Source: an optimization exercise on an open RTL-to-GDS flow (aim: small area). Production flows keep margins and buffers that such runs may drop. Only simulation tests tie the RTL to the original design; equivalence was not proved. No driver is modelled on the clock port, so clocking that relies on it looks cheaper here than on a real chip. Power is estimated from default activity; no workload was simulated.

<file path="flow/flow/abc_area.script">
strash
&get -n
&fraig -x
&put
scorr
dc2
strash
&get -n
&dch -f
&nf -R 1000
&put
&get -n
&dch -f
&nf -R 1000
&put
&get -n
&dch -f
&nf -R 1000
&put
&get -n
&dch -f
&nf -R 1000
&put
&get -n
&dch -f
&nf -R 1000
&put
&get -n
&dch -f
&nf -R 1000
&put
&get -n
&dch -f
&nf -R 1000
&put
&get -n
&dch -f
&nf -R 1000
&put
</file>
<file path="flow/standard.sh">
#!/bin/bash
# synth_recipe.tcl (not shown) runs the flow's synth.tcl, then flattens the netlist and writes it again
# the make line also repeats each setting of config.mk as NAME=value (left out here)
make -C /OpenROAD-flow-scripts/flow DESIGN_CONFIG=/design/flow/config.mk WORK_HOME=/design/flow/orfs CLKGATE_MAP_FILE= SYNTH_SCRIPT=/design/flow/synth_recipe.tcl "${@:-finish}"
</file>
<file path="flow/flow/post_cts.tcl">
# Run by the CTS step after its own work (POST_CTS_TCL): the clock tree is
# built of clkbuf_4; each clock buffer that drives a flip-flop clock pin whose
# slew is over the target is upsized to clkbuf_8, and the placement is
# legalized again.
proc my_fix_clock_slew { target } {
  estimate_parasitics -placement
  set up {}
  foreach pin [get_pins -hierarchical */CLK] {
    if {[get_property $pin slew_max] > $target} {
      set net [get_nets -of_objects $pin]
      foreach drv [get_pins -of_objects $net -filter "direction==output"] {
        set inst [get_cells -of_objects $drv]
        set name [get_property $inst name]
        if {[get_property [get_lib_cells -of_objects $inst] name] == "sky130_fd_sc_hd__clkbuf_4"} {
          dict set up $name 1
        }
      }
    }
  }
  foreach name [dict keys $up] {
    replace_cell [get_cells $name] sky130_fd_sc_hd__clkbuf_8
  }
  puts "my_fix_clock_slew: upsized [dict size $up] clock buffers"
}
my_fix_clock_slew 0.110
detailed_placement
check_placement -verbose
estimate_parasitics -placement
report_clock_min_period
</file>
<file path="flow/design.v">
module ALUSystem(
input[2:0] RF_O1Sel,
input[2:0] RF_O2Sel,
input[1:0] RF_FunSel,
input[3:0] RF_RSel,
input[3:0] RF_TSel,
input[3:0] ALU_FunSel,
input[1:0] ARF_OutASel,
input[1:0] ARF_OutBSel,
input[1:0] ARF_FunSel,
input[3:0] ARF_RSel,
input      IR_LH,
input      IR_Enable,
input[1:0] IR_FunSel,
input      Mem_WR,
input      Mem_CS,
input[1:0] MuxASel,
input[1:0] MuxBSel,
input      MuxCSel,
input      Clock,
input [7:0] Mem_RData,
output [7:0] RF_O1,
output [7:0] RF_O2,
output [7:0] ALU_Out,
output [3:0] ALU_FlagOut,
output [7:0] ARF_OutA,
output [7:0] ARF_OutB,
output [15:0] IR_Out,
output [7:0] MuxAOut,
output [7:0] MuxBOut,
output [7:0] MuxCOut
);
    wire [7:0] MemOut = (~Mem_WR & ~Mem_CS) ? Mem_RData : 8'h00;
    reg [7:0] ma, mb, mc;
    reg [7:0] alu;
    reg fc, fo;
    reg [7:0] T1, T2, T3, T4, R1, R2, R3, R4;
    reg [2:0] o1s, o2s;
    wire rf_ld = ~RF_FunSel[1] & RF_FunSel[0];     
    wire [7:0] T1_d;
    cnt8 c_T1(.q(T1), .cnt(RF_TSel[3] & RF_FunSel[1]), .nld(~(RF_TSel[3] & ~RF_FunSel[1])), .ldd(RF_TSel[3] & rf_ld), .up(RF_FunSel[0]), .v(ma), .d(T1_d));
    wire [7:0] T2_d;
    cnt8 c_T2(.q(T2), .cnt(RF_TSel[2] & RF_FunSel[1]), .nld(~(RF_TSel[2] & ~RF_FunSel[1])), .ldd(RF_TSel[2] & rf_ld), .up(RF_FunSel[0]), .v(ma), .d(T2_d));
    wire [7:0] T3_d;
    cnt8 c_T3(.q(T3), .cnt(RF_TSel[1] & RF_FunSel[1]), .nld(~(RF_TSel[1] & ~RF_FunSel[1])), .ldd(RF_TSel[1] & rf_ld), .up(RF_FunSel[0]), .v(ma), .d(T3_d));
    wire [7:0] T4_d;
    cnt8 c_T4(.q(T4), .cnt(RF_TSel[0] & RF_FunSel[1]), .nld(~(RF_TSel[0] & ~RF_FunSel[1])), .ldd(RF_TSel[0] & rf_ld), .up(RF_FunSel[0]), .v(ma), .d(T4_d));
    wire [7:0] R1_d;
    cnt8 c_R1(.q(R1), .cnt(RF_RSel[3] & RF_FunSel[1]), .nld(~(RF_RSel[3] & ~RF_FunSel[1])), .ldd(RF_RSel[3] & rf_ld), .up(RF_FunSel[0]), .v(ma), .d(R1_d));
    wire [7:0] R2_d;
    cnt8 c_R2(.q(R2), .cnt(RF_RSel[2] & RF_FunSel[1]), .nld(~(RF_RSel[2] & ~RF_FunSel[1])), .ldd(RF_RSel[2] & rf_ld), .up(RF_FunSel[0]), .v(ma), .d(R2_d));
    wire [7:0] R3_d;
    cnt8 c_R3(.q(R3), .cnt(RF_RSel[1] & RF_FunSel[1]), .nld(~(RF_RSel[1] & ~RF_FunSel[1])), .ldd(RF_RSel[1] & rf_ld), .up(RF_FunSel[0]), .v(ma), .d(R3_d));
    wire [7:0] R4_d;
    cnt8 c_R4(.q(R4), .cnt(RF_RSel[0] & RF_FunSel[1]), .nld(~(RF_RSel[0] & ~RF_FunSel[1])), .ldd(RF_RSel[0] & rf_ld), .up(RF_FunSel[0]), .v(ma), .d(R4_d));
    always @(posedge Clock) begin
        T1 <= T1_d;
        T2 <= T2_d;
        T3 <= T3_d;
        T4 <= T4_d;
        R1 <= R1_d;
        R2 <= R2_d;
        R3 <= R3_d;
        R4 <= R4_d;
        o1s <= RF_O1Sel;
        o2s <= RF_O2Sel;
    end
    wire [7:0] rf_o1, rf_o2;
    rfport p1(.s(o1s), .r0(T1), .r1(T2), .r2(T3), .r3(T4), .r4(R1), .r5(R2), .r6(R3), .r7(R4), .o(rf_o1));
    rfport p2(.s(o2s), .r0(T1), .r1(T2), .r2(T3), .r3(T4), .r4(R1), .r5(R2), .r6(R3), .r7(R4), .o(rf_o2));
    reg [7:0] AR, SP, PCP, PC;
    reg [1:0] oas, obs;
    wire arf_ld = ~ARF_FunSel[1] & ARF_FunSel[0];   
    wire [7:0] PC_d;
    cnt8 c_PC(.q(PC), .cnt(ARF_RSel[3] & ARF_FunSel[1]), .nld(~(ARF_RSel[3] & ~ARF_FunSel[1])), .ldd(ARF_RSel[3] & arf_ld), .up(~ARF_FunSel[0]), .v(mb), .d(PC_d));
    wire [7:0] AR_d;
    cnt8 c_AR(.q(AR), .cnt(ARF_RSel[2] & ARF_FunSel[1]), .nld(~(ARF_RSel[2] & ~ARF_FunSel[1])), .ldd(ARF_RSel[2] & arf_ld), .up(~ARF_FunSel[0]), .v(mb), .d(AR_d));
    wire [7:0] SP_d;
    cnt8 c_SP(.q(SP), .cnt(ARF_RSel[1] & ARF_FunSel[1]), .nld(~(ARF_RSel[1] & ~ARF_FunSel[1])), .ldd(ARF_RSel[1] & arf_ld), .up(~ARF_FunSel[0]), .v(mb), .d(SP_d));
    wire [7:0] PCP_d;
    cnt8 c_PCP(.q(PCP), .cnt(ARF_RSel[0] & ARF_FunSel[1]), .nld(~(ARF_RSel[0] & ~ARF_FunSel[1])), .ldd(ARF_RSel[0] & arf_ld), .up(~ARF_FunSel[0]), .v(mb), .d(PCP_d));
    always @(posedge Clock) begin
        PC <= PC_d;
        AR <= AR_d;
        SP <= SP_d;
        PCP <= PCP_d;
        oas <= ARF_OutASel;
        obs <= ARF_OutBSel;
    end
    wire [3:0] oah = 4'd1 << oas;
    wire [3:0] obh = 4'd1 << obs;
    wire [7:0] arf_a = (AR & {8{oah[0]}}) | (SP & {8{oah[1]}}) | (PCP & {8{oah[2]}}) | (PC & {8{oah[3]}});
    wire [7:0] arf_b = (AR & {8{obh[0]}}) | (SP & {8{obh[1]}}) | (PCP & {8{obh[2]}}) | (PC & {8{obh[3]}});
    reg [15:0] ir;
    wire ir_cnt = IR_Enable & IR_FunSel[1];
    wire ir_ldl = IR_Enable & ~IR_FunSel[1] & ~(IR_FunSel[0] & IR_LH);
    wire ir_ldh = IR_Enable & ~IR_FunSel[1] & ~(IR_FunSel[0] & ~IR_LH);
    wire ir_rd = IR_FunSel[0] & ~Mem_WR & ~Mem_CS;    
    wire [15:0] ir_d;
    wire ir_th;
    cnt8c c_irl(.q(ir[7:0]), .cnt(ir_cnt), .nld(~ir_ldl), .ldd(ir_ldl & ir_rd), .up(IR_FunSel[0]), .v(Mem_RData), .d(ir_d[7:0]), .co(ir_th));
    cnt8 c_irh(.q(ir[15:8]), .cnt(ir_th), .nld(~ir_ldh), .ldd(ir_ldh & ir_rd), .up(IR_FunSel[0]), .v(Mem_RData), .d(ir_d[15:8]));
    always @(posedge Clock) ir <= ir_d;
    always @(posedge Clock) begin
        case (MuxASel)
            2'd0: ma <= alu; 2'd1: ma <= MemOut; 2'd2: ma <= ir[7:0]; default: ma <= arf_a;
        endcase
        case (MuxBSel)
            2'd0: mb <= alu; 2'd1: mb <= MemOut; 2'd2: mb <= ir[7:0]; default: mb <= arf_a;
        endcase
        mc <= MuxCSel ? arf_a : rf_o1;
    end
    wire [7:0] r;
    wire c, o;
    alu_dp ua(.A(mc), .B(rf_o2), .F(ALU_FunSel), .fc(fc), .fo(fo), .r(r), .c(c), .o(o));
    always @(posedge Clock) begin
        alu <= r;
        fc <= c;
        fo <= o;
    end
    assign RF_O1 = rf_o1;
    assign RF_O2 = rf_o2;
    assign ALU_Out = alu;
    assign ALU_FlagOut = {~|alu, fc, alu[7], fo};
    assign ARF_OutA = arf_a;
    assign ARF_OutB = arf_b;
    assign IR_Out = ir;
    assign MuxAOut = ma;
    assign MuxBOut = mb;
    assign MuxCOut = mc;
endmodule
module cnt8(input [7:0] q, input cnt, input nld, input ldd, input up, input [7:0] v, output [7:0] d);
    wire [8:0] tc;       
    wire [7:0] mn;       
    assign tc[0] = cnt;
    genvar i;
    generate for (i = 0; i < 8; i = i + 1) begin : b
        g_a22oi u_m(.a1(q[i]), .a2(nld), .b1(v[i]), .b2(ldd), .y(mn[i]));
        if (i % 2 == 0) begin : ev
            wire x;
            g_xnor2 u_d(.a(mn[i]), .b(tc[i]), .y(d[i]));
            if (i < 7) begin : c
                g_xnor2 u_x(.a(q[i]), .b(up), .y(x));
                g_nand2 u_t(.a(tc[i]), .b(x), .y(tc[i+1]));
            end
        end else begin : od
            wire nx;
            g_xor2 u_d(.a(mn[i]), .b(tc[i]), .y(d[i]));
            if (i < 7) begin : c
                g_xor2 u_x(.a(q[i]), .b(up), .y(nx));
                g_nor2 u_t(.a(tc[i]), .b(nx), .y(tc[i+1]));
            end
        end
    end endgenerate
endmodule
module cnt8c(input [7:0] q, input cnt, input nld, input ldd, input up, input [7:0] v, output [7:0] d, output co);
    wire [8:0] tc;       
    wire [7:0] mn;       
    assign tc[0] = cnt;
    genvar i;
    generate for (i = 0; i < 8; i = i + 1) begin : b
        g_a22oi u_m(.a1(q[i]), .a2(nld), .b1(v[i]), .b2(ldd), .y(mn[i]));
        if (i % 2 == 0) begin : ev
            wire x;
            g_xnor2 u_d(.a(mn[i]), .b(tc[i]), .y(d[i]));
            if (i < 7) begin : c
                g_xnor2 u_x(.a(q[i]), .b(up), .y(x));
                g_nand2 u_t(.a(tc[i]), .b(x), .y(tc[i+1]));
            end
        end else begin : od
            wire nx;
            g_xor2 u_d(.a(mn[i]), .b(tc[i]), .y(d[i]));
            g_xor2 u_x(.a(q[i]), .b(up), .y(nx));
            g_nor2 u_t(.a(tc[i]), .b(nx), .y(tc[i+1]));
        end
    end endgenerate
    assign co = tc[8];
endmodule
module g_inv(input a, output y);
    assign y = ~a;
endmodule
module g_nand2(input a, input b, output y);
    assign y = ~(a & b);
endmodule
module g_nor2(input a, input b, output y);
    assign y = ~(a | b);
endmodule
module g_xor2(input a, input b, output y);
    assign y = a ^ b;
endmodule
module g_xnor2(input a, input b, output y);
    assign y = ~(a ^ b);
endmodule
module g_a22oi(input a1, input a2, input b1, input b2, output y);
    assign y = ~((a1 & a2) | (b1 & b2));
endmodule
module rfport(input [2:0] s, input [7:0] r0, r1, r2, r3, r4, r5, r6, r7, output [7:0] o);
    wire [2:0] ns;
    wire [7:0] h;
    g_inv u_i0(.a(s[0]), .y(ns[0]));
    g_inv u_i1(.a(s[1]), .y(ns[1]));
    g_inv u_i2(.a(s[2]), .y(ns[2]));
    g_nor3 u_h0(.a(s[2]),  .b(s[1]),  .c(s[0]),  .y(h[0]));
    g_nor3 u_h1(.a(s[2]),  .b(s[1]),  .c(ns[0]), .y(h[1]));
    g_nor3 u_h2(.a(s[2]),  .b(ns[1]), .c(s[0]),  .y(h[2]));
    g_nor3 u_h3(.a(s[2]),  .b(ns[1]), .c(ns[0]), .y(h[3]));
    g_nor3 u_h4(.a(ns[2]), .b(s[1]),  .c(s[0]),  .y(h[4]));
    g_nor3 u_h5(.a(ns[2]), .b(s[1]),  .c(ns[0]), .y(h[5]));
    g_nor3 u_h6(.a(ns[2]), .b(ns[1]), .c(s[0]),  .y(h[6]));
    g_nor3 u_h7(.a(ns[2]), .b(ns[1]), .c(ns[0]), .y(h[7]));
    genvar i;
    generate for (i = 0; i < 8; i = i + 1) begin : b
        wire n0, n1, n2;
        g_a222oi u_a(.a1(r0[i]), .a2(h[0]), .b1(r1[i]), .b2(h[1]), .c1(r2[i]), .c2(h[2]), .y(n0));
        g_a222oi u_b(.a1(r3[i]), .a2(h[3]), .b1(r4[i]), .b2(h[4]), .c1(r5[i]), .c2(h[5]), .y(n1));
        g_a22oi  u_c(.a1(r6[i]), .a2(h[6]), .b1(r7[i]), .b2(h[7]), .y(n2));
        g_nand3  u_o(.a(n0), .b(n1), .c(n2), .y(o[i]));
    end endgenerate
endmodule
module alu_dp(input [7:0] A, input [7:0] B, input [3:0] F, input fc, input fo,
              output [7:0] r, output reg c, output reg o);
    wire [3:0] k;
    wire arith, narith, cmp, L, R, X;
    alu_ctl u_ctl(.F(F), .k(k), .arith(arith), .narith(narith), .cmp(cmp), .L(L), .R(R), .X(X));
    wire msb = F[1] & (F[0] ? fc : A[7]);               
    wire [7:0] lu, nbase, nshv;
    wire [8:0] cy;      
    wire G;
    assign cy[0] = F[0];
    genvar i;
    generate for (i = 0; i < 8; i = i + 1) begin : b
        g_mux4 u_lu(.d0(k[0]), .d1(k[2]), .d2(k[1]), .d3(k[3]), .s0(A[i]), .s1(B[i]), .y(lu[i]));
        if (i % 2 == 0) begin : ev
            wire nca;
            g_mux2i u_c(.a0(A[i]), .a1(cy[i]), .s(lu[i]), .y(cy[i+1]));
            g_nand2 u_ca(.a(cy[i]), .b(arith), .y(nca));
            g_xor2 u_s(.a(lu[i]), .b(nca), .y(nbase[i]));
        end else begin : od
            wire na, ca;
            g_inv u_na(.a(A[i]), .y(na));
            g_mux2i u_c(.a0(na), .a1(cy[i]), .s(lu[i]), .y(cy[i+1]));
            g_nor2 u_ca(.a(cy[i]), .b(narith), .y(ca));
            g_xnor2 u_s(.a(lu[i]), .b(ca), .y(nbase[i]));
        end
        if (i == 0) begin : s0
            g_a22oi u_sh(.a1(A[1]), .a2(R), .b1(A[0]), .b2(G), .y(nshv[0]));
        end else if (i == 7) begin : s7
            g_a222oi u_sh(.a1(A[6]), .a2(L), .b1(msb), .b2(R), .c1(A[7]), .c2(G), .y(nshv[7]));
        end else begin : sm
            g_a222oi u_sh(.a1(A[i-1]), .a2(L), .b1(A[i+1]), .b2(R), .c1(A[i]), .c2(G), .y(nshv[i]));
        end
        g_o21ai u_r(.a1(nbase[i]), .a2(X), .b1(nshv[i]), .y(r[i]));
    end endgenerate
    wire co = cy[8];
    assign G = cmp & co;
    always @* begin
        c = fc;
        o = fo;
        case (F)
            4'b0100: begin c = co; o = co; end
            4'b0101: begin c = co & (|B); o = c ^ ~nbase[7]; end
            4'b1011: c = A[7];
            4'b1100: c = A[0];
            4'b1111: c = A[0];
            default: ;
        endcase
    end
endmodule
module alu_ctl(input [3:0] F, output [3:0] k, output arith, output narith, output cmp,
               output L, output R, output X);
    reg [8:0] t;
    always @* begin
        case (F)
            4'b0000: t = 9'b1100_0000_0;  
            4'b0001: t = 9'b1010_0000_0;  
            4'b0010: t = 9'b0011_0000_0;  
            4'b0011: t = 9'b0101_0000_0;  
            4'b0100: t = 9'b0110_1000_0;  
            4'b0101: t = 9'b1001_1000_0;  
            4'b0110: t = 9'b1001_0100_1;  
            4'b0111: t = 9'b1000_0000_0;  
            4'b1000: t = 9'b1110_0000_0;  
            4'b1001: t = 9'b0111_0000_0;  
            4'b1010: t = 9'b0110_0000_0;  
            4'b1011: t = 9'b0100_0010_1;  
            4'b1100: t = 9'b0100_1001_1;  
            4'b1101: t = 9'b1001_1010_1;  
            4'b1110: t = 9'b1000_0001_1;  
            default: t = 9'b1000_0001_1;  
        endcase
    end
    assign k = t[8:5];
    assign arith = t[4];
    assign narith = ~t[4];
    assign cmp = t[3];
    assign L = t[2];
    assign R = t[1];
    assign X = t[0];
endmodule
module g_nor3(input a, input b, input c, output y);
    assign y = ~(a | b | c);
endmodule
module g_nand3(input a, input b, input c, output y);
    assign y = ~(a & b & c);
endmodule
module g_a222oi(input a1, input a2, input b1, input b2, input c1, input c2, output y);
    assign y = ~((a1 & a2) | (b1 & b2) | (c1 & c2));
endmodule
module g_o21ai(input a1, input a2, input b1, output y);
    assign y = ~((a1 | a2) & b1);
endmodule
module g_mux2i(input a0, input a1, input s, output y);
    assign y = ~(s ? a1 : a0);
endmodule
module g_mux4(input d0, input d1, input d2, input d3, input s0, input s1, output y);
    assign y = s1 ? (s0 ? d3 : d2) : (s0 ? d1 : d0);
endmodule
</file>
<file path="flow/config.mk">
export PLATFORM = sky130hd
export DESIGN_NAME = ALUSystem
export DESIGN_NICKNAME = ALUSystem
export VERILOG_FILES = /design/flow/design.v
export SDC_FILE = /design/flow/constraint.sdc
export NUM_CORES = 4
export LEC_CHECK = 0
export ABC_AREA = 1
export CAP_MARGIN = 20
export CORE_MARGIN = 2
export CORE_UTILIZATION = 50
export SLEW_MARGIN = 20
export SYNTH_HIERARCHICAL = 1
export SYNTH_MINIMUM_KEEP_SIZE = 0
</file>
<file path="flow/flow/run.sh">
#!/bin/bash
# Own layout flow: the standard layout (standard.sh), changed in these ways:
#  - synthesis maps the logic with an area-oriented ABC script (flow/abc_area.script),
#    and leaves adders to it rather than to the half- and full-adder cells;
#    everything else in synthesis, registers included, is the standard synthesis;
#  - every input and output port gets a buffer of the smallest buffer cell, buf_1;
#  - the clock tree uses clkbuf_4 buffers and no dummy loads; the buffers whose
#    flip-flops would see too slow a clock edge are upsized to clkbuf_8
#    (flow/post_cts.tcl).
# Each tool's full output goes to a log file of its own in this folder.
set -euo pipefail
W=$PWD

# Synthesis: the standard scripts, with only the ABC area script replaced.
rm -rf "$W/own_scripts"
cp -r "$FLOW_HOME/scripts" "$W/own_scripts"
cp "$W/flow/abc_area.script" "$W/own_scripts/abc_area.script"
bash standard.sh SCRIPTS_DIR="$W/own_scripts" ABC_AREA=1 ADDER_MAP_FILE= synth > "$W/synth.log" 2>&1

# The rest of the standard layout.
bash standard.sh \
  "BUFFER_PORTS_ARGS=-buffer_cell sky130_fd_sc_hd__buf_1" \
  "CTS_ARGS=-sink_clustering_enable -repair_clock_nets -dont_use_dummy_load -buf_list {sky130_fd_sc_hd__clkbuf_4}" \
  "POST_CTS_TCL=$W/flow/post_cts.tcl" \
  finish > "$W/layout.log" 2>&1
</file>
<file path="flow/constraint.sdc">
create_clock -name core_clock -period 4.5 [get_ports {Clock}]
set_input_delay 0.9000 -clock core_clock [delete_from_list [all_inputs] [get_ports {Clock}]]
set_output_delay 0.9000 -clock core_clock [all_outputs]
set_load 0.01 [all_outputs]
</file>
==> key figures, run 1 <==
Finish
  • Most common cell after layout, fill and taps aside: dfxtp_1
  • Area Growth Syn to Fin: 13.2%
  • Post-layout utilization of the core: 58.3%
  • Final-stage net count: 1159
  • Layout cell share with drive strength beyond 1: 4.61%
  • Most frequent cells in the layout: dfxtp_1, nand2_1, buf_1, a22oi_1, xnor2_1

Run status
  • Outcome: timing/DRC/antenna clean

STA
  • Count of final max-slew check failures: 0
  • Max-Slew Margin vs Limit: 33.3%
  • Setup repair after global routing missed its margin: false
  • Layout Skew: 31.7 ps
  • Post-route setup TNS: 0 ps
  • Count of final setup violators: 0
  • Worst slew pin tran: 993 ps
  • Post-route clock period utilization: 88.4%
  • Achievable clock frequency: 251 MHz
  • Min Clock Period, post-route: 3980 ps
  • Hold Violations, Final: 0
  • Final setup margin: 521 ps
  • Fin Hold WS: 403 ps

GRT
  • Maximum number of pins on one net before global-route repair: 35
  • Vias in the first global route: 7541
  • GRT Resource Usage Total: 29.1%
  • Total global routing overflow: 0
  • Antenna violations before repair: 1
  • Global-route wire length before repair: 41200 µm

Placed design
  • Number of port buffers: 133
  • Post-detailed-placement half-perimeter wirelength: 19900 µm
  • Worst slack after detailed placement: 102 ps
  • Final weighted congestion in routability-driven placement: 0.931

Power and ir drop
  • Total Power Consumption: 4990 µW
  • Pwr per Cell Area: 515 mW/mm²
  • Reported leakage power: 0.00327 µW
  • Worst vdd rail ir drop: 0.238 mV

Yosys
  • Total standard cell area after synthesis: 0.00857 mm²
  • Post-synthesis area per instance: 9.07 µm²
  • Synthesis-stage register bit count: 156
  • Total of warnings raised by yosys: 9
  • Part of the Yosys area used for sequential elements: 36.5%
  • Post-synth net total: 995
  • Post-synthesis instance total: 945
  • Library cells used by synthesis: 26

Run
  • Maxcap violations: 0

Floorplanning
  • I/O pin count: 134
  • Placement Rows: 47
  • Initial core utilization: 51.5%
  • Placeable Area: 0.0166 mm²
  • Die ar.: 0.0182 mm²
  • Die Y-Extent: 135 µm
  • Horizontal die dimension: 135 µm

Route
  • TritonRoute pass-1 iters: 14
  • Final wirelength: 26400 µm
  • Number of DRC violations after detailed-routing iteration 0: 957
  • Antenna-violating nets left: 0
  • Via-to-Cell Ratio: 6.12
  • Via Count: 8126
  • Residual DRC: 0
  • Detailed-route wire length per cell: 19.9 µm

Setup path
  • Element type at the critical path start: flop
  • Peak fanout along the critical path: 8
  • Classification of the worst setup path: flop to flop
  • WP data required: 4930 ps
  • Crit path DAT: 4410 ps
  • Kind of end point of the critical path: flop

Clocking
  • Num Clock Sinks: 156
  • CTS tree: done
  • Clock latency of the later-clocked register in the worst-skew pair: 580 ps
  • Clock-pin transition on the worst setup and hold timing paths: 100 ps

Min path
  • Type of the most critical hold path: input pin to flop
## worst max-delay path, stage by stage, from the launching register on
cell      delay (ps)
dfxtp_2          470
clkinv_1         220
nor3_1           220
buf_4            190
a22oi_1          120
nand3_1          210
mux4_2           370
mux2i_1          220
mux2i_1          130
mux2i_1          190
mux2i_1          120
mux2i_1          190
mux2i_1          120
mux2i_1          190
mux2i_1          120
and2_0           280
a222oi_1         320
o21ai_0          140
## through the flow
stage | instances | cell area [µm²]
2_1_floorplan | 945 | 8570
3_3_place_gp | 1310 | 9450
3_5_place_dp | 1310 | 9450
5_1_grt | 1328 | 9690
6_report | 1328 | 9690
## synth_stat cells
| cell | number | area, µm² |
|---|---|---|
| nor2_1 | 78 | 293 |
| nand2_1 | 134 | 503 |
| xor2_1 | 104 | 911 |
| nor4_1 | 6 | 37.5 |
| nand4_1 | 1 | 6.26 |
| mux4_2 | 8 | 180 |
| a222oi_1 | 71 | 711 |
| nand3_1 | 19 | 95.1 |
| o21ai_0 | 13 | 65.1 |
| a22oi_1 | 129 | 968 |
| nor3_1 | 19 | 95.1 |
| o22ai_1 | 1 | 6.26 |
| o31ai_1 | 1 | 7.51 |
| mux2_1 | 1 | 11.3 |
| a21oi_1 | 8 | 40.0 |
| xnor2_1 | 117 | 1020 |
| nor2b_1 | 8 | 50.1 |
| mux2i_1 | 8 | 80.1 |
| buf_4 | 3 | 22.5 |
| dfxtp_1 | 156 | 3120 |
| and3_1 | 1 | 6.26 |
| nand2b_1 | 15 | 93.8 |
| clkinv_1 | 16 | 60.1 |
| nor3b_1 | 1 | 7.51 |
| a31oi_1 | 9 | 56.3 |
| and2_0 | 18 | 113 |
## state kept, by name, summed over array words and instances, names as in the netlist, 2 cells and up
register	flops
o1s	3
R2	8
ir	16
mc	8
o2s	3
ma	8
PCP	8
T4	8
AR	8
T3	8
oas	2
mb	8
R3	8
obs	2
R4	8
T2	8
SP	8
R1	8
alu	8
PC	8
T1	8
## Yosys stat by module, one instance, submodules excluded, a selection
module     flip-flops and latches  cell area, µm²  cells inside  times used
g_inv                           0            3.75             1          10
g_a22oi                         0            7.51             1         129
g_nor2                          0            3.75             1          47
g_mux4                          0            22.5             1           8
g_a222oi                        0            10.0             1          39
ALUSystem                     156            4150           340           1
g_o21ai                         0            5.00             1           8
g_mux2i                         0            10.0             1           8
g_xor2                          0            8.76             1         103
g_xnor2                         0            8.76             1         116
## cell type report
| class | count | area (µm²) |
|---|---|---|
| antenna | 1 | 2.50 |
| clock buffer | 17 | 184 |
| fill | 1586 | 6950 |
| multi-input combinational | 770 | 5420 |
| tap | 220 | 275 |
| inverter | 16 | 63.8 |
| timing repair buffer | 148 | 626 |
| sequential | 156 | 3130 |
## kinds of logic after synthesis
family | count (synthesis) | share of synthesized area, %
AOI/OAI and AO/OA | 232 | 21.6
buffers and inverters | 19 | 0.964
xor gates and xnor gates | 221 | 22.6
DFF | 156 | 36.5
muxes | 17 | 3.17
and+or+nand+nor | 300 | 15.2
## metal layers
layer / up-vias / track usage [%] / routed length [µm]
li1: 3843 / - / -
met4: 0 / 9.65 / 705
met5: - / 0 / 0
met3: 49 / 5.29 / 2160
met2: 395 / 46.5 / 12200
met1: 3839 / 39.8 / 11300
## power breakdown
group          total, µW  internal, µW  switching (µW)
Sequential          2520          1820             704
Combinational       1770           841             933
Clock                695           256             439
## final timing paths
check,slack (ps),cells after the start,end,start
setup / recovery,520,17,alu[4],o2s[2]
hold / removal,400,1,obs[1],ARF_OutBSel[1]
setup reg to reg,520,17,alu[4],o2s[2]
hold reg to reg,470,2,fo,fo
==> run 2, diff against run 1 <==
--- a/flow/config.mk
+++ b/flow/config.mk
@@ -11,2 +11,3 @@
 export CORE_UTILIZATION = 50
+export GPL_TIMING_DRIVEN = 0
 export SLEW_MARGIN = 20
==> run 2 against run 1 <==
  * Cell count down 0.53%
  * Register-to-register slack got worse by 240 ps
  * Critical endpoint is now alu[6]
  * Still clean on timing, DRC and antenna
  * Sequential share of layout area up 0.050 points
  * Highest routed layer unchanged
  * Global-route usage fell by 0.74 points
  * Largest power group unchanged
  * Utilization fell by 0.068 points
  * Fmax down 5.7%
  * Worst setup slack lost 240 ps
  * Clock skew is 6.0 ps higher
==> key figures, run 2 <==
Min path
  • Worst min-delay path startpoint: ARF_OutASel[1]
  • Type of the most critical hold path: input pin to flop

Yosys
  • Post-synth top flop: dfxtp_1
  • Cell accounting for the most synthesized area: dfxtp_1
  • Synth top cells by count: dfxtp_1, nand2_1, a22oi_1
  • Number of flops mapped to enable cells by yosys: 0 (unchanged)
  • Part of the Yosys area used for sequential elements: 36.5% (unchanged)
  • Post-synthesis instance total: 945 (unchanged)
  • Area contributors post-synth: dfxtp_1, xnor2_1, a22oi_1
  • Total standard cell area after synthesis: 0.00857 mm² (unchanged)
  • Area share of the leading cell type in the synthesized netlist: 36.5% (unchanged)
  • Post-synthesis area per instance: 9.07 µm² (unchanged)
  • Library cells used by synthesis: 26 (unchanged)
  • Top-count cell post-synth: dfxtp_1
  • Post-synth net total: 995 (unchanged)
  • Asr flop ratio synth: 0% (unchanged)
  • Synthesis-stage register bit count: 156 (unchanged)
  • Total of warnings raised by yosys: 9 (unchanged)

GRT
  • Vias in the first global route: 7353 (-2.5%)
  • Fraction of met1 tracks used by global routing: 39.2% (-0.56 points)
  • Total global routing overflow: 0 (unchanged)
  • GRT Resource Usage Total: 28.4% (-0.74 points)
  • Layer carrying the most global-route usage: met2
  • Global-route wire length before repair: 39800 µm (-3.3%)
  • Antenna violations before repair: 1 (unchanged)
  • Met3 track demand over resource: 4.65% (-0.64 points)
  • Met2 Track Usage GR: 44.4% (-2.1 points)
  • Maximum number of pins on one net before global-route repair: 33 (-5.7%)

Floorplanning
  • Initial core utilization: 51.5% (unchanged)
  • Placement Rows: 47 (unchanged)
  • Placeable Area: 0.0166 mm² (unchanged)
  • I/O pin count: 134 (unchanged)
  • Die Y-Extent: 135 µm (unchanged)
  • Die ar.: 0.0182 mm² (unchanged)
  • Horizontal die dimension: 135 µm (unchanged)

Run status
  • Outcome: timing/DRC/antenna clean

Setup path
  • Launch point of the worst path: o2s[2]
  • Kind of end point of the critical path: flop
  • WP data required: 4880 ps (-50 ps)
  • Classification of the worst setup path: flop to flop
  • Maximum cell stage delay along the critical path: 470 ps (about the same)
  • Slowest-stage cell, CP: dfxtp_2
  • FF-to-FF Start: o2s[2]
  • Buf+Inv Stages, Crit Path: 1 (-1)
  • Crit-path most repeated cell: mux2i_1
  • Worst path cell trace: clkinv_2 > nor3_4 > a222oi_1 > nand3_1 > mux4_2 > mux2i_1 > mux2i_1 > mux2i_1 > mux2i_1 > mux2i_1 > mux2i_1 > mux2i_1 > mux2i_1 > and2_1 > a222oi_1 > o21ai_0
  • Element type at the critical path start: flop
  • Kind of cell adding the most delay to the critical path: multiplexers
  • Peak fanout along the critical path: 8 (unchanged)
  • Crit path DAT: 4600 ps (+190 ps)

Clocking
  • Clock-pin transition on the worst setup and hold timing paths: 100 ps (about the same)
  • Clock latency of the later-clocked register in the worst-skew pair: 550 ps (-30 ps)
  • CTS tree: done
  • Num Clock Sinks: 156 (unchanged)

Finish
  • Most common cell after layout, fill and taps aside: dfxtp_1
  • Largest register by flop count: ir
  • Final-stage net count: 1152 (-0.60%)
  • Most frequent cells in the layout: dfxtp_1, nand2_1, a22oi_1, buf_1, xnor2_1
  • Area Growth Syn to Fin: 13.0%
  • Non-filler instance count after layout: 1321 (-0.53%)
  • Layout cell share with drive strength beyond 1: 5.18% (+0.57 points)
  • Number of flip-flops under the largest register name: 16 (unchanged)
  • Filler cells: 1615 (+1.8%)
  • Post-layout utilization of the core: 58.2% (-0.068 points)

Placed design
  • Post-detailed-placement half-perimeter wirelength: 19600 µm (-1.7%)
  • Number of port buffers: 133 (unchanged)
  • Total instance count after detailed placement: 1300 (-0.76%)
  • Final weighted congestion in routability-driven placement: 0.926 (-0.59%)

Route
  • TritonRoute pass-1 iters: 9 (-5)
  • Detailed-route wire length per cell: 19.8 µm (-0.21%)
  • Via Count: 8000 (-1.6%)
  • Final wirelength: 26200 µm (-0.74%)
  • Residual DRC: 0 (unchanged)
  • Number of DRC violations after detailed-routing iteration 0: 1110 (+16%)
  • Via-to-Cell Ratio: 6.06 (-1.0%)
  • Antenna-violating nets left: 0 (unchanged)

STA
  • Worst slew pin tran: 1110 ps (+113 ps)
  • Count of final max-slew check failures: 0 (unchanged)
  • Layout Skew: 37.6 ps (+5.97 ps)
  • Setup repair after global routing missed its margin: false
  • Min Clock Period, post-route: 4220 ps (+240 ps)
  • Fin Hold WS: 430 ps (+27.3 ps)
  • Post-route setup TNS: 0 ps (unchanged)
  • Post-route clock period utilization: 93.8% (+5.3 points)
  • Achievable clock frequency: 237 MHz (-5.7%)
  • Max-Slew Margin vs Limit: 26.3% (-7.0 points)
  • Count of final setup violators: 0 (unchanged)
  • Hold Violations, Final: 0 (unchanged)

Power and ir drop
  • Worst vdd rail ir drop: 0.265 mV (+11%)
  • Pwr per Cell Area: 510 mW/mm² (-0.96%)
  • Reported leakage power: 0.00326 µW (-0.29%)

Run
  • Maxcap violations: 0 (unchanged)
-- run 2: cell types whose count changed in the layout (fill, tap and decap cells not counted), moves of 2 or more --
| cell | change |
|---|---|
| nor3_1 | -3 |
| clkbuf_2 | +3 |
| o21ai_0 | -3 |
| buf_4 | -8 |
| nor3_4 | +3 |
| clkinv_1 | -2 |
| clkbuf_8 | -4 |
| buf_1 | -3 |
| clkbuf_4 | +4 |
| clkinv_2 | +4 |
| o21ai_1 | +2 |
-- run 2: stage by stage --
stage	setup WS (ps)	total power, µW	cell area (µm²)
6_report	281	4940	9680
5_1_grt	1.83	5240	9680
3_5_place_dp	-693	4280	9400
3_3_place_gp	-1800	4240	9340
2_1_floorplan	624	3580	8570
-- run 2: final timing paths --
check	endpoint	slack, ps	depth (start not counted)
min	oas[1]	430	1
max	alu[6]	280	16
min reg2reg	fo	480	2
max reg2reg	alu[6]	280	16
-- run 2: cell families (layout without fill, tap and decap cells) --
kind of cell	Yosys count	count (layout)	share of synthesized area (%)
and+or+nand+nor	300	300	15.2
buffers and inverters	19	174	0.964
DFF	156	156	36.5
muxes	17	17	3.17
AOI/OAI and AO/OA	232	232	21.6
xor gates and xnor gates	221	221	22.6
other	0	1	0
-- run 2: where the power goes --
| part | internal, µW | total, µW | switching, µW |
|---|---|---|---|
| registers | 1820 | 2500 | 677 |
| clock network | 219 | 644 | 425 |
| logic | 847 | 1800 | 952 |
-- run 2: area by class of cell --
| cell class | count | area, µm² | area share [%] |
|---|---|---|---|
| clock buffer | 17 | 159 | 1.64 |
| antenna | 1 | 2.50 | 0.0258 |
| buffer | 3 | 22.5 | 0.233 |
| multi-input combinational | 770 | 5470 | 56.4 |
| inverter | 16 | 65.1 | 0.672 |
| timing repair buffer | 138 | 567 | 5.85 |
| sequential | 156 | 3130 | 32.3 |
| tap | 220 | 275 | 2.84 |
-- run 2: Yosys stat by module (local to each module, per instance), a selection --
| module | copies in the design | flops+latches | cells | cell area [µm²] |
|---|---|---|---|---|
| g_o21ai | 8 | 0 | 1 | 5.00 |
| g_inv | 10 | 0 | 1 | 3.75 |
| alu_ctl | 1 | 0 | 21 | 113 |
| g_nor3 | 16 | 0 | 1 | 5.00 |
| g_xor2 | 103 | 0 | 1 | 8.76 |
| ALUSystem | 1 | 156 | 340 | 4150 |
| g_nor2 | 47 | 0 | 1 | 3.75 |
| g_mux4 | 8 | 0 | 1 | 22.5 |
| g_nand3 | 16 | 0 | 1 | 5.00 |
-- run 2: layer usage --
metal | share of wire [%] | vias to the layer above
met3 | 7.5 | 44
met2 | 46 | 359
li1 | - | 3836
met1 | 44 | 3761
met4 | 3.3 | 0
met5 | 0 | -
==> run 3, diff against run 2 <==
--- a/flow/flow/post_cts.tcl
+++ b/flow/flow/post_cts.tcl
@@ -24,3 +24,3 @@
 }
-my_fix_clock_slew 0.110
+my_fix_clock_slew 0.120
 detailed_placement
--- a/flow/config.mk
+++ b/flow/config.mk
@@ -10,3 +10,3 @@
 export CORE_MARGIN = 2
-export CORE_UTILIZATION = 50
+export CORE_UTILIZATION = 55
 export GPL_TIMING_DRIVEN = 0
==> run 3 against run 2 <==
  * Sequential share of layout area up 0.17 points
  * Wire length decreased by 3.9%
  * Cell count down 2.3%
  * Worst setup slack worse by 21 ps
  * Clock power decreased by 3.3%
  * Clock skew fell by 5.0 ps
  * Register-to-register slack worse by 20 ps
  * Critical path depth unchanged
  * Fmax is 0.50% lower
==> key figures, run 3 <==
Clocking
  • Num Clock Sinks: 156 (unchanged)
  • Clock latency of the later-clocked register in the worst-skew pair: 560 ps (about the same)
  • Clock-pin transition on the worst setup and hold timing paths: 120 ps (+20 ps)
  • CTS tree: done

Placed design
  • Number of port buffers: 133 (unchanged)
  • Total instance count after detailed placement: 1268 (-2.5%)
  • Post-detailed-placement half-perimeter wirelength: 18800 µm (-3.7%)
  • Post-DP Area: 0.00936 mm² (-0.43%)
  • Final weighted congestion in routability-driven placement: 0.988 (+6.7%)

Setup path
  • Crit-path most repeated cell: mux2i_1
  • Worst r2r path cells: 16 (unchanged)
  • Crit path DAT: 4660 ps (+60 ps)
  • Peak fanout along the critical path: 8 (unchanged)
  • FF-to-FF End: alu[3]
  • Flop2flop setup slack: 260 ps (-20 ps)
  • Kind of cell adding the most delay to the critical path: multiplexers
  • Slowest-stage cell, CP: dfxtp_2
  • Launch point of the worst path: o2s[1]
  • FF-to-FF Start: o2s[1]
  • WP data required: 4920 ps (+40 ps)
  • Classification of the worst setup path: flop to flop
  • Worst path cell trace: clkinvlp_4 > nor3_4 > a222oi_1 > nand3_1 > mux4_2 > mux2i_1 > mux2i_1 > mux2i_1 > mux2i_1 > mux2i_1 > mux2i_1 > mux2i_1 > mux2i_1 > and2_1 > a222oi_1 > o21ai_0
  • Maximum cell stage delay along the critical path: 490 ps (+20 ps)
  • Element type at the critical path start: flop
  • Buf+Inv Stages, Crit Path: 1 (unchanged)
  • Kind of end point of the critical path: flop
  • Number of cells on the critical path: 16 (unchanged)
  • Critical Path End: alu[3]

STA
  • Achievable clock frequency: 236 MHz (-0.50%)
  • Layout Skew: 32.6 ps (-5.05 ps)
  • Post-route clock period utilization: 94.2% (+0.47 points)
  • Hold Violations, Final: 0 (unchanged)
  • Worst slew pin tran: 1050 ps (-59.2 ps)
  • Max-Slew Margin vs Limit: 29.5% (+3.2 points)
  • Count of final setup violators: 0 (unchanged)
  • Post-route setup TNS: 0 ps (unchanged)
  • Count of final max-slew check failures: 0 (unchanged)
  • Min Clock Period, post-route: 4240 ps (+21.2 ps)

GRT
  • Total global routing overflow: 0 (unchanged)
  • Global-route wire length before repair: 39800 µm (unchanged)
  • Antenna violations before repair: 1 (unchanged)
  • GRT Resource Usage Total: 30.8% (+2.5 points)
  • Maximum number of pins on one net before global-route repair: 33 (unchanged)
  • Vias in the first global route: 7385 (+0.44%)

Yosys
  • Area fraction in compound gates after synthesis: 21.6% (unchanged)
  • Library cells used by synthesis: 26 (unchanged)
  • Synthesis-stage register bit count: 156 (unchanged)
  • Cell accounting for the most synthesized area: dfxtp_1
  • Post-synth top flop: dfxtp_1
  • Post-synthesis area per instance: 9.07 µm² (unchanged)
  • Adder-Cell Fraction of Synth Area: 0% (unchanged)
  • Parity-gate share of the synthesized area counting xor and xnor cells: 22.6% (unchanged)
  • Combinational family with the most area after synthesis: XOR/XNOR gates
  • Post-synth net total: 995 (unchanged)
  • Top-count cell post-synth: dfxtp_1
  • Asr flop ratio synth: 0% (unchanged)
  • Area contributors post-synth: dfxtp_1, xnor2_1, a22oi_1
  • Multiplexer share of the synthesized area: 3.17% (unchanged)
  • Number of flops mapped to enable cells by yosys: 0 (unchanged)
  • Synth top cells by count: dfxtp_1, nand2_1, a22oi_1
  • Post-synthesis instance total: 945 (unchanged)
  • Total of warnings raised by yosys: 9 (unchanged)
  • Total standard cell area after synthesis: 0.00857 mm² (unchanged)
  • Area share of the leading cell type in the synthesized netlist: 36.5% (unchanged)
  • Area share of and/or/nand/nor cells after synthesis: 15.2% (unchanged)
  • Part of the Yosys area used for sequential elements: 36.5% (unchanged)

Min path
  • Type of the most critical hold path: input pin to flop

Floorplanning
  • Initial core utilization: 56.4% (+4.9 points)
  • I/O pin count: 134 (unchanged)
  • Horizontal die dimension: 129 µm (-4.5%)
  • Placement Rows: 45 (-4.3%)
  • Placeable Area: 0.0152 mm² (-8.7%)
  • Die ar.: 0.0166 mm² (-8.8%)
  • Die Y-Extent: 129 µm (-4.5%)

Power and ir drop
  • Total Power Consumption: 4890 µW (-0.95%)
  • Worst vdd rail ir drop: 0.286 mV (+8.1%)
  • Reported leakage power: 0.00324 µW (-0.63%)
  • Pwr per Cell Area: 508 mW/mm² (-0.43%)

Finish
  • Most common cell after layout, fill and taps aside: dfxtp_1
  • Multi-input gate area in the final layout: 0.00546 mm² (-0.14%)
  • Largest register by flop count: ir
  • Filler cells: 1367 (-15%)
  • Final-stage net count: 1153 (+0.087%)
  • Number of flip-flops under the largest register name: 16 (unchanged)
  • Post-route cell area: 0.00963 mm² (-0.52%)
  • Most frequent cells in the layout: dfxtp_1, nand2_1, buf_1, a22oi_1, xnor2_1
  • Non-filler instance count after layout: 1290 (-2.3%)
  • Sequential cell area: 0.00313 mm² (unchanged)
  • Area Growth Syn to Fin: 12.4%
  • Layout cell share with drive strength beyond 1: 4.81% (-0.37 points)

Route
  • Final wirelength: 25200 µm (-3.9%)
  • Antenna-violating nets left: 0 (unchanged)
  • TritonRoute pass-1 iters: 14 (+5)
  • Via Count: 8030 (+0.38%)
  • Via-to-Cell Ratio: 6.22 (+2.8%)
  • Residual DRC: 0 (unchanged)
  • Number of DRC violations after detailed-routing iteration 0: 1166 (+5.0%)
  • Detailed-route wire length per cell: 19.5 µm (-1.5%)

Run
  • Maxcap violations: 0 (unchanged)

Run status
  • Outcome: timing/DRC/antenna clean
## run 3: cell types whose count changed in the layout (fill, tap and decap cells not counted), sizes merged
cell and delta:
buf +3, clkinv -3, clkinvlp +3, clkbuf -2
## run 3: through the flow
| step | utilization (%) | setup slack, ps | hold slack, ps |
|---|---|---|---|
| after floorplan | - | 624 | 442 |
| after global placement | 61.2 | -1760 | 460 |
| after detailed placement | 61.5 | -533 | 459 |
| after global routing | 63.4 | -18.2 | 383 |
| final | 63.4 | 260 | 421 |
## run 3: layout make-up
cell class              instances  share of cell area [%]
plain buffers                   3                   0.234
multi-input cells             770                    56.7
clock buffers                  17                    1.45
well taps                     188                    2.44
repair buffers                139                    5.97
diodes                          1                  0.0260
flip-flops and latches        156                    32.5
inverters                      16                   0.753
## run 3: kinds of logic (layout without fill, tap and decap cells)
group,Yosys count,count (layout)
compound gates,232,232
mux,17,17
flops,156,156
buf+inv,19,175
other cells,0,1
simple gates,300,300
xor+xnor,221,221
## run 3: layer usage
metal / GRT usage [%] / part of all wire (%) / vias to the layer above
met5: 0 / 0 / -
met4: 11.1 / 3.2 / 0
met3: 6.28 / 8.4 / 65
met2: 50.0 / 46 / 379
met1: 40.9 / 42 / 3747
li1: - / - / 3839
## run 3: Yosys stat by module (local to each module, per instance), a selection
| module | cells | times used | area [µm²] | flip-flops and latches |
|---|---|---|---|---|
| g_a222oi | 1 | 39 | 10.0 | 0 |
| g_xor2 | 1 | 103 | 8.76 | 0 |
| g_mux4 | 1 | 8 | 22.5 | 0 |
| g_nor2 | 1 | 47 | 3.75 | 0 |
| g_nand2 | 1 | 60 | 3.75 | 0 |
| g_inv | 1 | 10 | 3.75 | 0 |
| g_xnor2 | 1 | 116 | 8.76 | 0 |
| g_a22oi | 1 | 129 | 7.51 | 0 |
| alu_ctl | 21 | 1 | 113 | 0 |
| ALUSystem | 340 | 1 | 4150 | 156 |
| g_nor3 | 1 | 16 | 5.00 | 0 |
| alu_dp | 24 | 1 | 133 | 0 |
| g_mux2i | 1 | 8 | 10.0 | 0 |
| g_o21ai | 1 | 8 | 5.00 | 0 |
| g_nand3 | 1 | 16 | 5.00 | 0 |
## run 3: how the worst min path moves through the flow
stage / startpoint / endpoint / slack, ps / cells past startpoint
global route: ARF_OutBSel[1] / obs[1] / 380 / 1
global placement: fo / fo / 460 / 2
finish: RF_O1Sel[1] / o1s[1] / 420 / 1
floorplan: fo / fo / 440 / 2
detailed placement: fo / fo / 460 / 2
## run 3: power breakdown
group / switching, µW / leakage [µW] / total (µW) / internal, µW
Combinational: 924 / 0.00187 / 1770 / 846
Clock: 431 / 0.0000834 / 623 / 191
Sequential: 680 / 0.00129 / 2500 / 1820
Total: 2040 / 0.00324 / 4890 / 2860

[what the ideal ports hide]
No port has a modelled driver above. Below, the same layouts with a new extraction and two added sets of constraints.
Step 1 assumes that a clkbuf_16 drives the clock port and a buf_2 every other input.
Step 2 moves the port delays by t, midway between the first and last clock arrival at a register: inputs arrive t later, outputs are due t later. That takes back most of the time a late clock gives input paths.
Slacks: ideal / step 1 / step 2; pairs: ideal / step 1.
run | shift t [ns] | slack for setup (ns) | worst setup path at the end | clock arrival spread, ns | pins driven straight from the clock port
run 1 | 0.603 | 0.521 / 0.521 / 0.058 | input to register | 0.031 / 0.032 | 1
run 2 | 0.578 | 0.281 / 0.281 / -0.247 | input to register | 0.038 / 0.037 | 1
run 3 | 0.578 | 0.260 / 0.260 / -0.239 | input to register | 0.039 / 0.038 | 1
With both steps, setup timing fails in run 2 and run 3, where it was met with ideal ports. For run 2, which loses most, drivers alone change the setup slack by 0.000 ns; drivers and shift together by -0.528 ns.
